Source: an optimization exercise on an open RTL-to-GDS flow (aim: small area and a short achievable clock period). Production flows keep margins and buffers that such runs may drop. Only simulation tests tie the RTL to the original design; equivalence was not proved. Power figures rest on the tool's default switching activity, not on a simulated workload.

== v26 ==
Design sahinatilkan, start of the top module:
module sahinatilkan
(
input  logic        clk, reset,
input  logic [31:0] komut,
output logic [31:0] pc,
output logic        hata
);
Size in the first run: ~2000 cells after synthesis, ~350 flip-flops, ~67 I/O pins.
Settings: LEC_CHECK=0, CAP_MARGIN=20, CORE_MARGIN=2, CORE_UTILIZATION=40, SETUP_SLACK_MARGIN=0.2, SLEW_MARGIN=20; clock period 12.0 ns.
standard.sh (not shown) runs the stock make flow with config.mk's settings and CLKGATE_MAP_FILE= SYNTH_SCRIPT=/design/flow/synth_recipe.tcl, a recipe that flattens the netlist after the stock synthesis.
==> flow/flow/run.sh <==
#!/bin/bash
# ORFS layout of this design: the standard flow's synthesis script with Yosys's abc call
# given flow/abc.script instead of ORFS's speed script, then the standard ORFS
# steps with the make variables listed in flow/settings.txt (one VAR=VALUE per
# line). Each tool's output goes to the ORFS logs and to make_*.log here.
set -euo pipefail
W=$PWD
# synthesis script: synth_recipe.tcl with abc's -script argument replaced
{
  echo 'proc abc {args} {'
  echo '  set i [lsearch -exact $args -script]'
  echo "  if {\$i >= 0} { lset args [expr {\$i + 1}] {$W/flow/abc.script} }"
  echo '  yosys abc {*}$args'
  echo '}'
  cat "$W/synth_recipe.tcl"
} > "$W/my_synth.tcl"
mapfile -t SETTINGS < <(grep -v '^\s*#' flow/settings.txt | grep '=')
make -C "$FLOW_HOME" DESIGN_CONFIG="$W/config.mk" WORK_HOME="$W/orfs" CLKGATE_MAP_FILE= \
  SYNTH_SCRIPT="$W/my_synth.tcl" "${SETTINGS[@]}" finish > "$W/make_finish.log" 2>&1
: # left out here: write the final layout as DEF
==> flow/flow/abc.script <==
&get -n
&st
&dch
&nf -p -R 10
&put
buffer -c
topo
stime -c
upsize -c
dnsize -c
==> flow/flow/settings.txt <==
CAP_MARGIN=20
CORE_MARGIN=2
CORE_UTILIZATION=55
SLEW_MARGIN=20
SETUP_SLACK_MARGIN=5.5
CTS_CLUSTER_SIZE=30
CTS_CLUSTER_DIAMETER=60
BUFFER_PORTS_ARGS=-buffer_cell sky130_fd_sc_hd__buf_4
v26 went all the way through the flow, and no timing, DRC or antenna check failed.
The following lists how v29 was set up differently from v26:
diff --git a/flow/flow/settings.txt b/flow/flow/settings.txt
--- a/flow/flow/settings.txt
+++ b/flow/flow/settings.txt
@@ -5 +5 @@
-SETUP_SLACK_MARGIN=5.5
+SETUP_SLACK_MARGIN=5.75
### Flow results
v29 finished all stages; however, its layout fails the closing checks, the failures being max-capacitance violations, max-slew violations. [v29] number of buffers outside the clock class in the layout rose 74 relative to v26. v29 vs. v26: global-route usage went up by 1.4 points; placed standard-cell area went up by 0.45%; utilization after layout went up by 4.3 points. Summary of v29 over v26: setup slack of the critical path after layout saw an increase; total power went down; total met2 wirelength after detailed routing picked up an extra 960 um. From v26 to v29 the numbers moved as follows: initial antenna violation count now larger, final routed wirelength across all metal layers went up.

sahinatilkan, a different RTL version from the one above (not shown whole).
For scale: about 21000 sq um of cells after synthesis.
export LEC_CHECK = 0
export CAP_MARGIN = 20
export CORE_MARGIN = 2
export CORE_UTILIZATION = 40
export SETUP_SLACK_MARGIN = 0.2
export SLEW_MARGIN = 20
create_clock -name core_clock -period 12.0 [get_ports {clk}]
==> flow/flow/settings.txt <==
CAP_MARGIN=20
CORE_MARGIN=2
CORE_UTILIZATION=55
SLEW_MARGIN=20
SETUP_SLACK_MARGIN=5.5
CTS_CLUSTER_SIZE=30
CTS_CLUSTER_DIAMETER=60
BUFFER_PORTS_ARGS=-buffer_cell sky130_fd_sc_hd__buf_2
Scripts as last shown in full above: flow/flow/run.sh, flow/flow/abc.script
The starting point completed without violations.
Change:
--- a/flow/flow/settings.txt
+++ b/flow/flow/settings.txt
@@ -2,3 +2,3 @@
 CORE_MARGIN=2
-CORE_UTILIZATION=55
+CORE_UTILIZATION=60
 SLEW_MARGIN=20
After rerunning: The new run completed without violations. Non-clock buffer count grows by 11. First-iteration DRC count went up by a few percent. Synthesized cell count stays the same. Worst setup slack improved by 98 ps. Final area rises slightly. Via count rose by a few percent. Flip-flop and latch count is unchanged. Fmax went up slightly.

[static timing again, ports no longer ideal]
The results above use ideal ports. As a check the final layouts listed here were re-extracted and re-timed, cells and wires unchanged. Step 1: set_driving_cell puts a clkbuf_16 on clk and a buf_2 on each other input, an assumption about the parent block. Step 2 moves the port delays by t, midway between the first and last clock arrival at a register: inputs arrive t later, outputs are due t later. That takes back most of the time a late clock gives input paths. Slacks: ideal / step 1 / step 2; pairs: ideal / step 1.
| run | shift t [ns] | setup WS [ns] | worst register clock-pin slew, ns |
|---|---|---|---|
| v26 | 0.634 | 5.443 / 5.452 / 4.818 | 0.10 / 0.10 |
| v29 | 0.623 | 5.512 / 5.540 / 4.918 | 0.10 / 0.10 |
| the first run of note 2 | 0.650 | 5.377 / 5.415 / 4.765 | 0.09 / 0.09 |
| the second run of note 2 | 0.651 | 5.475 / 5.509 / 4.858 | 0.10 / 0.10 |
The setup slack of v26, which loses most, moves by +0.009 ns with the drivers and by -0.625 ns with both steps.
